Background: an optimization exercise with open tools, aiming at small area and a short achievable clock period. Do not read the settings as production practice. RTL that was checked went through simulation tests only; none was proved equivalent to the original. The flow treats the clock pin as an ideal source. Dropping or thinning the clock tree relies on that and would not hold on a real chip. No activity file was given, so power comes from the tool's default toggle rates.

== yarrow ==
## operator
module operator (
    input logic rst,
    input logic clk,
    input logic [31:0] reg_addr,
    input logic [31:0] reg_wr_data,
    input logic reg_wr,
    input logic [31:0] a,
    input logic [31:0] b,
    input logic [31:0] c,
    output logic [63:0] z
);
    logic neg_b;
    logic neg_c;
    registers ireg(
        .clk(clk),
        .rst(rst),
        .reg_addr(reg_addr),
        .reg_wr_data(reg_wr_data),
        .reg_wr(reg_wr),
        .neg_b(neg_b),
        .neg_c(neg_c));
    calculate ical(
        .clk(clk),
        .rst(rst),
        .a(a),
        .b(b),
        .c(c),
        .neg_b(neg_b),
        .neg_c(neg_c),
        .z(z));
endmodule
Size: about 590 cells after synthesis, about 150 flip-flops, roughly 230 I/O pins.
clock: 6.0 ns
lec_check: 0
abc_clock_period_in_ps: 1000
cap_margin: 20
core_margin: 2
core_utilization: 65
cts_buf_list: sky130_fd_sc_hd__clkbuf_4 sky130_fd_sc_hd__clkbuf_8
cts_cluster_diameter: 60
cts_cluster_size: 30
setup_slack_margin: 3.7
slew_margin: 20
standard.sh (not shown) runs the stock make flow with config.mk's settings and CLKGATE_MAP_FILE= SYNTH_SCRIPT=/design/flow/synth_recipe.tcl, a recipe that flattens the netlist after the stock synthesis.
==> flow/flow/run.sh <==
#!/bin/bash
# Standard ORFS layout, except that:
#  - the port buffers are small plain buffers (buffer_ports otherwise picks a
#    large delay cell for every port);
#  - the clock tree is two levels: the clock port drives a root clock
#    buffer, which drives five leaf buffers, each driving the flip-flops of
#    one fifth of the core (manual_cts.tcl).
set -euo pipefail
W=$(pwd)
bash standard.sh synth > "$W/make_synth.log" 2>&1
export BUFFER_PORTS_ARGS="-buffer_cell sky130_fd_sc_hd__buf_1"
export PRE_CTS_TCL="$W/flow/manual_cts.tcl"
bash standard.sh > "$W/make_layout.log" 2>&1
==> flow/flow/manual_cts.tcl <==
# A two-level clock tree: the clock port drives one root clock buffer, which
# drives one leaf clock buffer per region of the core; each leaf drives the
# flip-flops of its region. The regions split the flip-flops into n_cols
# columns of equal count by x, and each column into n_rows rows by y.
proc manual_clock_tree {n_cols n_rows leaf_master root_master} {
  set block [ord::get_db_block]
  set net [$block findNet clk]
  set leaf_m [[ord::get_db] findMaster $leaf_master]
  set root_m [[ord::get_db] findMaster $root_master]
  set sinks {}
  foreach it [$net getITerms] {
    set bb [[$it getInst] getBBox]
    lappend sinks [list $it [expr {([$bb xMin] + [$bb xMax]) / 2}] [expr {([$bb yMin] + [$bb yMax]) / 2}]]
  }
  set n [llength $sinks]
  set by_x [lsort -integer -index 1 $sinks]
  set groups {}
  for {set c 0} {$c < $n_cols} {incr c} {
    set col [lsort -integer -index 2 [lrange $by_x [expr {$c * $n / $n_cols}] [expr {($c + 1) * $n / $n_cols - 1}]]]
    set m [llength $col]
    for {set r 0} {$r < $n_rows} {incr r} {
      lappend groups [lrange $col [expr {$r * $m / $n_rows}] [expr {($r + 1) * $m / $n_rows - 1}]]
    }
  }
  # the root buffer, between the port net and the leaves' net
  set root [odb::dbInst_create $block $root_m "clkbuf_root"]
  set trunk [odb::dbNet_create $block "clknet_root"]
  $trunk setSigType CLOCK
  [$root findITerm A] connect $net
  [$root findITerm X] connect $trunk
  set k 0
  set rx 0
  set ry 0
  foreach g $groups {
    set sx 0; set sy 0
    foreach s $g { incr sx [lindex $s 1]; incr sy [lindex $s 2] }
    set cx [expr {$sx / [llength $g]}]
    set cy [expr {$sy / [llength $g]}]
    incr rx $cx
    incr ry $cy
    set inst [odb::dbInst_create $block $leaf_m "clkbuf_leaf_$k"]
    $inst setLocation $cx $cy
    $inst setPlacementStatus PLACED
    set leaf [odb::dbNet_create $block "clknet_leaf_$k"]
    $leaf setSigType CLOCK
    foreach s $g {
      set it [lindex $s 0]
      $it disconnect
      $it connect $leaf
    }
    [$inst findITerm A] connect $trunk
    [$inst findITerm X] connect $leaf
    puts "clock leaf $k: [llength $g] sinks at ($cx, $cy)"
    incr k
  }
  $root setLocation [expr {$rx / $k}] [expr {$ry / $k}]
  $root setPlacementStatus PLACED
  $net setSigType CLOCK
}

# Used in place of TritonCTS: cts.tcl calls clock_tree_synthesis, then
# legalises the placement and repairs timing as usual.
rename clock_tree_synthesis tritoncts_clock_tree_synthesis
proc clock_tree_synthesis {args} {
  manual_clock_tree 5 1 sky130_fd_sc_hd__clkbuf_16 sky130_fd_sc_hd__clkbuf_16
  set_propagated_clock [all_clocks]
}
Input changes introduced in willow (baseline for comparison: yarrow):
Settings: CORE_UTILIZATION now 80, was 65.
diff --git a/flow/flow/run.sh b/flow/flow/run.sh
--- a/flow/flow/run.sh
+++ b/flow/flow/run.sh
@@ -5,4 +5,4 @@
 #  - the clock tree is two levels: the clock port drives a root clock
-#    buffer, which drives five leaf buffers, each driving the flip-flops of
-#    one fifth of the core (manual_cts.tcl).
+#    buffer, which drives six leaf buffers, each driving the flip-flops of
+#    one sixth of the core (manual_cts.tcl).
 set -euo pipefail
diff --git a/flow/flow/manual_cts.tcl b/flow/flow/manual_cts.tcl
--- a/flow/flow/manual_cts.tcl
+++ b/flow/flow/manual_cts.tcl
@@ -64,3 +64,3 @@
 proc clock_tree_synthesis {args} {
-  manual_clock_tree 5 1 sky130_fd_sc_hd__clkbuf_16 sky130_fd_sc_hd__clkbuf_16
+  manual_clock_tree 3 2 sky130_fd_sc_hd__clkbuf_16 sky130_fd_sc_hd__clkbuf_16
   set_propagated_clock [all_clocks]
- Post-layout minimum cycle time was lower in yarrow than in willow.
- Density: willow denser than yarrow
- In willow, the via density per instance came out about 25% above the value in yarrow.
- The power number comes out higher for willow vs yarrow.
- NOTE: die area in willow falls short of that of yarrow
- Last weighted congestion value of the routability-driven placer: willow vs yarrow down 5.9%
- Diff yarrow -> willow: synthesized cell count essentially unchanged; wire length increased 73%; final worst clock skew essentially unchanged.
Input changes introduced in quartz (baseline for comparison: willow):
Settings: a change of CORE_UTILIZATION from 80 to 65; an added SYNTH_HIERARCHICAL of 1.
## What came out
Side by side, power share of the sequential group turned out higher in quartz than in willow. Lower proportion of layout cells with a drive suffix above 1 was reported by quartz, not willow. Post-route minimum period is higher on willow. In the metrics for quartz and willow, the one carrying the lower via count of the first global-routing pass is quartz. In quartz, critical path data arrival time is lower than in willow. Taking quartz over willow, the standard cell core area ratio works out to 1.4. Post-cts gate resize count was higher in willow than in quartz. Per the comparison of quartz with willow, number of antenna violations at the first check in global routing closely matched the old numbers; overall power consumption saw a decrease; highest cell delay on the worst timing path saw a decrease; wire length -40%.
diff inputs: quartz => garnet
Settings: clearing SYNTH_HIERARCHICAL, which used to be 1; swapping 65 for 67 in CORE_UTILIZATION.
### Flow results
Global-route usage was higher in the run labelled garnet.
Compared with quartz, garnet shows a lower design area.
Slack of the critical path in garnet is 52 ps below quartz.
garnet ended up with a lower number of standard cells in the layout, taps in and fillers out than quartz did.
Changes observed in garnet relative to quartz: number of global-route vias before repair shows a reduction of 220; post-synthesis instance area down 11%.
No run of this note takes its clock network from TritonCTS; it comes from the design's own scripts or RTL.

* * *

oak:
Another version of the RTL of operator (not shown whole).
Size: ~600 cells after synthesis, ~140 flip-flops, about 0.0066 mm² of cells after synthesis.
Settings: LEC_CHECK=0, ABC_CLOCK_PERIOD_IN_PS=2000, CAP_MARGIN=20, CORE_MARGIN=2, CORE_UTILIZATION=60, CTS_BUF_LIST=sky130_fd_sc_hd__clkbuf_4 sky130_fd_sc_hd__clkbuf_8, CTS_CLUSTER_DIAMETER=60, CTS_CLUSTER_SIZE=30, SETUP_SLACK_MARGIN=4.0, SLEW_MARGIN=20; clock period 6.0 ns.
==> flow/flow/run.sh <==
#!/bin/bash
# Standard ORFS layout, except that the port buffers are small plain buffers
# (buffer_ports otherwise picks a large delay cell for every port).
set -euo pipefail
W=$(pwd)
bash standard.sh synth > "$W/make_synth.log" 2>&1
export BUFFER_PORTS_ARGS="-buffer_cell sky130_fd_sc_hd__buf_1"
bash standard.sh > "$W/make_layout.log" 2>&1
> inputs changed (oak -> pine)
- clearing CTS_BUF_LIST, which used to be sky130_fd_sc_hd__clkbuf_4 sky130_fd_sc_hd__clkbuf_8
- swapping 60 for 40 in CORE_UTILIZATION
- clearing CTS_CLUSTER_SIZE, which used to be 30
- clearing CTS_CLUSTER_DIAMETER, which used to be 60
- clearing ABC_CLOCK_PERIOD_IN_PS, which used to be 2000
==> flow/run.sh (new file) <==
#!/bin/bash
# synth_recipe.tcl (not shown) runs the flow's synth.tcl, then flattens the netlist and writes it again
# the make line also repeats each setting of config.mk as NAME=value (left out here)
make -C /OpenROAD-flow-scripts/flow DESIGN_CONFIG=/design/flow/config.mk WORK_HOME=/design/flow/orfs CLKGATE_MAP_FILE= SYNTH_SCRIPT=/design/flow/synth_recipe.tcl finish
removed: flow/flow/run.sh
removed: flow/standard.sh
[summary]
Of the two candidates, oak has the worse register-to-register slack and pine the better one.
pine falls short of oak in minimum hold slack.
NOTE: die area in pine exceeds that of oak
Total core area, pine vs oak: up by more than a quarter
Status: total CTS buffers parity (pine, oak)
oak -> pine: weighted congestion reported at the end of routability-driven placement decreased by a few percent
pine improves on oak in clock period minus worst slack.
On reported net switching power, oak beats pine.
Delta (pine minus oak): total count of max-transition violations in the final report closely matched the old numbers; cell area increased by about 20% relative to the old numbers; placement row count increased by 8 relative to the old numbers.
No functional check of the RTL was part of any run of this note.

* * *

Setup of v35:
The RTL this note starts from:
==> flow/design.v <==
module registers (
    input logic rst,
    input logic clk,
    input logic [31:0] reg_addr,
    input logic [31:0] reg_wr_data,
    input logic reg_wr,
    output logic neg_b,
    output logic neg_c
);
    logic wr_hit, wr_nb, wr_nc;
    logic nb_r, nc_r;
    always_ff @(posedge clk)
    begin
        wr_hit <= ~rst & reg_wr & (reg_addr == 32'd10);
        wr_nb <= (reg_wr_data[1:0] == 2'h2);
        wr_nc <= (reg_wr_data[1:0] == 2'h1) | (reg_wr_data[1:0] == 2'h2);
    end
    assign neg_b = wr_hit ? wr_nb : nb_r;
    assign neg_c = wr_hit ? wr_nc : nc_r;
    always_ff @(posedge clk)
    begin
        if (rst) begin
            nb_r <= 1'b0;
            nc_r <= 1'b0;
        end
        else begin
            nb_r <= neg_b;
            nc_r <= neg_c;
        end
    end
endmodule
module calculate (
    input logic rst,
    input logic clk,
    input logic [31:0] a,
    input logic [31:0] b,
    input logic [31:0] c,
    input logic neg_b,
    input logic neg_c,
    output logic [63:0] z
);
    localparam int W = 38;
    localparam int B1 = 16;
    localparam int B2 = 32;
    logic [31:0] bx, cx;
    logic [31:0] s1, cy1;
    logic nb1, nc1;
    logic [W-1:0] ra, rb;
    logic [W-1:0] p2, g2;
    logic [B1-1:0] u0;
    logic [B2-B1-1:0] u1;
    logic [W-B2-1:0] u2;
    logic c0, c1;
    logic [W-1:0] x2n;
    logic c0n, c1n;
    logic [B2-B1-1:0] v1;
    logic [W-B2-1:0] v2;
    logic carry2;
    logic [W-1:0] z3;
    logic rst1, rst12;
    assign bx = b ^ {32{neg_b}};
    assign cx = c ^ {32{neg_c}};
    always_ff @(posedge clk)
    begin
        s1  <= a ^ bx ^ cx;
        cy1 <= (a & bx) | (a & cx) | (bx & cx);
        nb1 <= neg_b;
        nc1 <= neg_c;
    end
    assign ra = {{(W-32){nb1 ^ nc1}}, s1};
    assign rb = {{(W-33){nb1 & nc1}}, cy1, nc1};
    assign p2 = ra ^ rb;
    assign g2 = {ra[W-1:1] & rb[W-1:1], (ra[0] & rb[0]) | (ra[0] & nb1) | (rb[0] & nb1)};
    prefix_carry #(.W(B1)) iblk0(.p(p2[B1-1:0]), .g(g2[B1-1:0]), .cin(nb1), .s(u0), .cout(c0));
    prefix_carry #(.W(B2-B1)) iblk1(.p(p2[B2-1:B1]), .g(g2[B2-1:B1]), .cin(1'b0), .s(u1), .cout(c1));
    prefix_carry #(.W(W-B2)) iblk2(.p(p2[W-1:B2]), .g(g2[W-1:B2]), .cin(1'b0), .s(u2), .cout());
    always_ff @(posedge clk)
    begin
        x2n <= ~{u2, u1, u0};
        c0n <= ~c0;
        c1n <= ~c1;
        rst1 <= rst;
        rst12 <= rst | rst1;
    end
    assign carry2 = ~c1n | (~c0n & (&(~x2n[B2-1:B1])));
    incrementer #(.W(B2-B1)) iinc1(.x(~x2n[B2-1:B1]), .cin(~c0n), .s(v1));
    incrementer #(.W(W-B2)) iinc2(.x(~x2n[W-1:B2]), .cin(carry2), .s(v2));
    always_ff @(posedge clk)
    begin
        if (rst | rst12)
            z3 <= '0;
        else
            z3 <= {v2, v1, ~x2n[B1-1:0]};
    end
    always_comb
    begin
        z[W-1:0] = z3;
        for (int i = W; i < 64; i++)
            z[i] = z3[34 + (i % (W-34))];
    end
endmodule
module prefix_carry #(
    parameter int W = 38
) (
    input logic [W-1:0] p,
    input logic [W-1:0] g,
    input logic cin,
    output logic [W-1:0] s,
    output logic cout
);
    localparam int L = (W > 32) ? 6 : (W > 16) ? 5 : (W > 8) ? 4 : (W > 4) ? 3 : (W > 2) ? 2 : 1;
    for (genvar l = 0; l <= L; l++) begin : level
        logic [W-1:0] gg;
        logic [W-1:0] tt;
        if (l == 0) begin : first
            assign gg = g;
            assign tt = p;
        end
        else begin : next
            localparam int D = 1 << (l - 1);
            assign gg = {level[l-1].gg[W-1:D] | (level[l-1].tt[W-1:D] & level[l-1].gg[W-1-D:0]),
                         level[l-1].gg[D-1:0]};
            assign tt = {level[l-1].tt[W-1:D] & level[l-1].tt[W-1-D:0], level[l-1].tt[D-1:0]};
        end
    end
    assign s = p ^ {level[L].gg[W-2:0], cin};
    assign cout = level[L].gg[W-1];
endmodule
module incrementer #(
    parameter int W = 21
) (
    input logic [W-1:0] x,
    input logic cin,
    output logic [W-1:0] s
);
    localparam int L = (W > 32) ? 6 : (W > 16) ? 5 : (W > 8) ? 4 : (W > 4) ? 3 : (W > 2) ? 2 : 1;
    for (genvar l = 0; l <= L; l++) begin : level
        logic [W-1:0] tt;
        if (l == 0) begin : first
            assign tt = x;
        end
        else begin : next
            localparam int D = 1 << (l - 1);
            assign tt = {level[l-1].tt[W-1:D] & level[l-1].tt[W-1-D:0], level[l-1].tt[D-1:0]};
        end
    end
    assign s = x ^ ({level[L].tt[W-2:0], 1'b1} & {W{cin}});
endmodule
module operator (
    input logic rst,
    input logic clk,
    input logic [31:0] reg_addr,
    input logic [31:0] reg_wr_data,
    input logic reg_wr,
    input logic [31:0] a,
    input logic [31:0] b,
    input logic [31:0] c,
    output logic [63:0] z
);
    logic neg_b;
    logic neg_c;
    registers ireg(
        .clk(clk),
        .rst(rst),
        .reg_addr(reg_addr),
        .reg_wr_data(reg_wr_data),
        .reg_wr(reg_wr),
        .neg_b(neg_b),
        .neg_c(neg_c));
    calculate ical(
        .clk(clk),
        .rst(rst),
        .a(a),
        .b(b),
        .c(c),
        .neg_b(neg_b),
        .neg_c(neg_c),
        .z(z));
endmodule
==> flow/config.mk <==
export PLATFORM = sky130hd
export DESIGN_NAME = operator
export DESIGN_NICKNAME = operator
export VERILOG_FILES = /design/flow/design.v
export SDC_FILE = /design/flow/constraint.sdc
export NUM_CORES = 4
export LEC_CHECK = 0
export ABC_CLOCK_PERIOD_IN_PS = 1000
export CAP_MARGIN = 20
export CORE_MARGIN = 2
export CORE_UTILIZATION = 65
export CTS_BUF_LIST = sky130_fd_sc_hd__clkbuf_4 sky130_fd_sc_hd__clkbuf_8
export CTS_CLUSTER_DIAMETER = 60
export CTS_CLUSTER_SIZE = 30
export SETUP_SLACK_MARGIN = 3.7
export SLEW_MARGIN = 20
==> flow/constraint.sdc <==
create_clock -name core_clock -period 6.0 [get_ports {clk}]
set_input_delay 1.2000 -clock core_clock [delete_from_list [all_inputs] [get_ports {clk}]]
set_output_delay 1.2000 -clock core_clock [all_outputs]
set_load 0.01 [all_outputs]
==> flow/flow/run.sh <==
#!/bin/bash
# Standard ORFS layout, except that:
#  - the port buffers are small plain buffers (buffer_ports otherwise picks a
#    large delay cell for every port);
#  - the clock tree is two levels: the clock port drives a root clock
#    buffer, which drives eight leaf buffers, each driving the flip-flops of
#    one eighth of the core (manual_cts.tcl).
set -euo pipefail
W=$(pwd)
bash standard.sh synth > "$W/make_synth.log" 2>&1
export BUFFER_PORTS_ARGS="-buffer_cell sky130_fd_sc_hd__buf_1"
export PRE_CTS_TCL="$W/flow/manual_cts.tcl"
bash standard.sh > "$W/make_layout.log" 2>&1
==> flow/flow/manual_cts.tcl <==
# A two-level clock tree: the clock port drives one root clock buffer, which
# drives one leaf clock buffer per region of the core; each leaf drives the
# flip-flops of its region. The regions split the flip-flops into n_cols
# columns of equal count by x, and each column into n_rows rows by y.
proc manual_clock_tree {n_cols n_rows leaf_master root_master} {
  set block [ord::get_db_block]
  set net [$block findNet clk]
  set leaf_m [[ord::get_db] findMaster $leaf_master]
  set root_m [[ord::get_db] findMaster $root_master]
  set sinks {}
  foreach it [$net getITerms] {
    set bb [[$it getInst] getBBox]
    lappend sinks [list $it [expr {([$bb xMin] + [$bb xMax]) / 2}] [expr {([$bb yMin] + [$bb yMax]) / 2}]]
  }
  set n [llength $sinks]
  set by_x [lsort -integer -index 1 $sinks]
  set groups {}
  for {set c 0} {$c < $n_cols} {incr c} {
    set col [lsort -integer -index 2 [lrange $by_x [expr {$c * $n / $n_cols}] [expr {($c + 1) * $n / $n_cols - 1}]]]
    set m [llength $col]
    for {set r 0} {$r < $n_rows} {incr r} {
      lappend groups [lrange $col [expr {$r * $m / $n_rows}] [expr {($r + 1) * $m / $n_rows - 1}]]
    }
  }
  # the root buffer, between the port net and the leaves' net
  set root [odb::dbInst_create $block $root_m "clkbuf_root"]
  set trunk [odb::dbNet_create $block "clknet_root"]
  $trunk setSigType CLOCK
  [$root findITerm A] connect $net
  [$root findITerm X] connect $trunk
  set k 0
  set rx 0
  set ry 0
  foreach g $groups {
    set sx 0; set sy 0
    foreach s $g { incr sx [lindex $s 1]; incr sy [lindex $s 2] }
    set cx [expr {$sx / [llength $g]}]
    set cy [expr {$sy / [llength $g]}]
    incr rx $cx
    incr ry $cy
    set inst [odb::dbInst_create $block $leaf_m "clkbuf_leaf_$k"]
    $inst setLocation $cx $cy
    $inst setPlacementStatus PLACED
    set leaf [odb::dbNet_create $block "clknet_leaf_$k"]
    $leaf setSigType CLOCK
    foreach s $g {
      set it [lindex $s 0]
      $it disconnect
      $it connect $leaf
    }
    [$inst findITerm A] connect $trunk
    [$inst findITerm X] connect $leaf
    puts "clock leaf $k: [llength $g] sinks at ($cx, $cy)"
    incr k
  }
  $root setLocation [expr {$rx / $k}] [expr {$ry / $k}]
  $root setPlacementStatus PLACED
  $net setSigType CLOCK
}

# Used in place of TritonCTS: cts.tcl calls clock_tree_synthesis, then
# legalises the placement and repairs timing as usual.
rename clock_tree_synthesis tritoncts_clock_tree_synthesis
proc clock_tree_synthesis {args} {
  manual_clock_tree 4 2 sky130_fd_sc_hd__clkbuf_16 sky130_fd_sc_hd__clkbuf_16
  set_propagated_clock [all_clocks]
}
Per the final summary, v35 finished and its layout is clean on timing, DRC and antenna.
--- input diff v35..v15 ---
- CORE_UTILIZATION changed from 65 to 70
- SETUP_SLACK_MARGIN changed from 3.7 to 3.75
--- a/flow/flow/run.sh
+++ b/flow/flow/run.sh
@@ -4,6 +4,6 @@
 #    large delay cell for every port);
 #  - the clock tree is two levels: the clock port drives a root clock
-#    buffer, which drives eight leaf buffers, each driving the flip-flops of
-#    one eighth of the core (manual_cts.tcl).
+#    buffer, which drives six leaf buffers, each driving the flip-flops of
+#    one sixth of the core (manual_cts.tcl).
 set -euo pipefail
 W=$(pwd)
--- a/flow/flow/manual_cts.tcl
+++ b/flow/flow/manual_cts.tcl
@@ -63,5 +63,5 @@
 rename clock_tree_synthesis tritoncts_clock_tree_synthesis
 proc clock_tree_synthesis {args} {
-  manual_clock_tree 4 2 sky130_fd_sc_hd__clkbuf_16 sky130_fd_sc_hd__clkbuf_16
+  manual_clock_tree 3 2 sky130_fd_sc_hd__clkbuf_16 sky130_fd_sc_hd__clkbuf_16
   set_propagated_clock [all_clocks]
 }
Results
- v15 | status: complete | timing, DRC, antenna: pass
- Changes observed in v15 relative to v35: cell row count fell by 2.8%; setup fix buffers added after clock tree synthesis went up 2; parity-gate share of the synthesized area counting xor and xnor cells about even.
- Delta (v15 minus v35): total power lower, tap cell count fell by about 17%, global-route usage rose by 2.6 points.
- A end point of the critical path of ical.z3[33] is what v15 shows, while ical.x2n[14] belongs to v35.
- Biggest fanout along the worst timing path sits lower in v15 than in v35.
- Compared to v35, the routing of v15 uses more wire.
- Detailed-route wire length on metal 1 down 16 um in v15 wrt v35
Input-level comparison between v3 and v15:
- SETUP_SLACK_MARGIN now 3.7, was 3.75
- ABC_AREA now 1, previously not set
- CORE_UTILIZATION now 65, was 70
==> comparison <==
Between v15 and v3, internal portion of total power decreased.
Critical-path cell with the highest stage delay: or4_4 -> v15, dfxtp_1 -> v3
Compared to v15, v3 leaves more free space in the core.
Summary of v3 over v15: synthesized area climbed 590 um2, cts-stage hold buffer count flat, share of cells above drive strength 1 has decreased, delay of the slowest critical-path stage shows a reduction of 0.11 ns, maximum frequency increased by 9.2 MHz relative to the old numbers.
Final standard cell area without fillers: v3 > v15
v15 → v3: total power went up about 2.2%, wire length went up by about 14%.
Input changes introduced in v22 (baseline for comparison: v3):
- removing ABC_AREA (formerly 1)
- changing CORE_UTILIZATION from 65 to 60
[summary]
The post-synthesis cell type count in v22 sits about 80% above the value recorded for v3. Number of global-route vias before repair shrinks by more than 10% when moving from v3 to v22. Max summed area of non-filler cells in the final layout across v22 and v3: v3.
In every run of this note, the design's own scripts or RTL, not TritonCTS, make the clock network.

==> what the ideal ports hide <==
How much do the figures lean on ideal ports? The routed layouts below were timed once more, with nothing changed but the port constraints. Step 1, drivers: a clkbuf_16 drives clk and a buf_2 each remaining input, both assumed. Step 2, shift: input delay + t, output delay - t, t = (earliest + latest rising clock arrival at the registers) / 2. This alone moves slack from input paths to output paths. Slacks: no drivers / after step 1 / after step 2; pairs: no drivers / after step 1.
| run | t (ns) | slack for setup (ns) | worst hold slack (ns) | worst data-port slew with drivers (ns) | cell pins on the clock port's net |
|---|---|---|---|---|---|
| yarrow | 0.370 | 3.803 / 3.803 / 3.586 | 0.387 / 0.387 / 0.387 | 0.04 | 1 |
| willow | 0.399 | 3.596 / 3.596 / 3.389 | 0.392 / 0.392 / 0.392 | 0.05 | 1 |
| quartz | 0.386 | 3.791 / 3.791 / 3.656 | 0.383 / 0.383 / 0.383 | 0.04 | 1 |
| garnet | 0.384 | 3.739 / 3.739 / 3.577 | 0.386 / 0.386 / 0.386 | 0.05 | 1 |
| oak | 0.473 | 3.525 / 3.525 / 3.280 | 0.392 / 0.392 / 0.392 | 0.04 | 1 |
| pine | 0.450 | 3.604 / 3.562 / 3.311 | 0.383 / 0.383 / 0.383 | 0.05 | 1 |
| v35 | 0.398 | 3.783 / 3.783 / 3.575 | 0.382 / 0.382 / 0.382 | 0.04 | 1 |
| v15 | 0.384 | 3.778 / 3.778 / 3.544 | 0.386 / 0.386 / 0.386 | 0.04 | 1 |
| v3 | 0.394 | 3.822 / 3.780 / 3.665 | 0.385 / 0.385 / 0.385 | 0.06 | 1 |
| v22 | 0.388 | 3.779 / 3.779 / 3.570 | 0.387 / 0.387 / 0.387 | 0.05 | 1 |
After both steps setup and hold are still met in every run listed. For pine, which loses most, drivers alone change the setup slack by -0.042 ns; drivers and shift together by -0.293 ns.
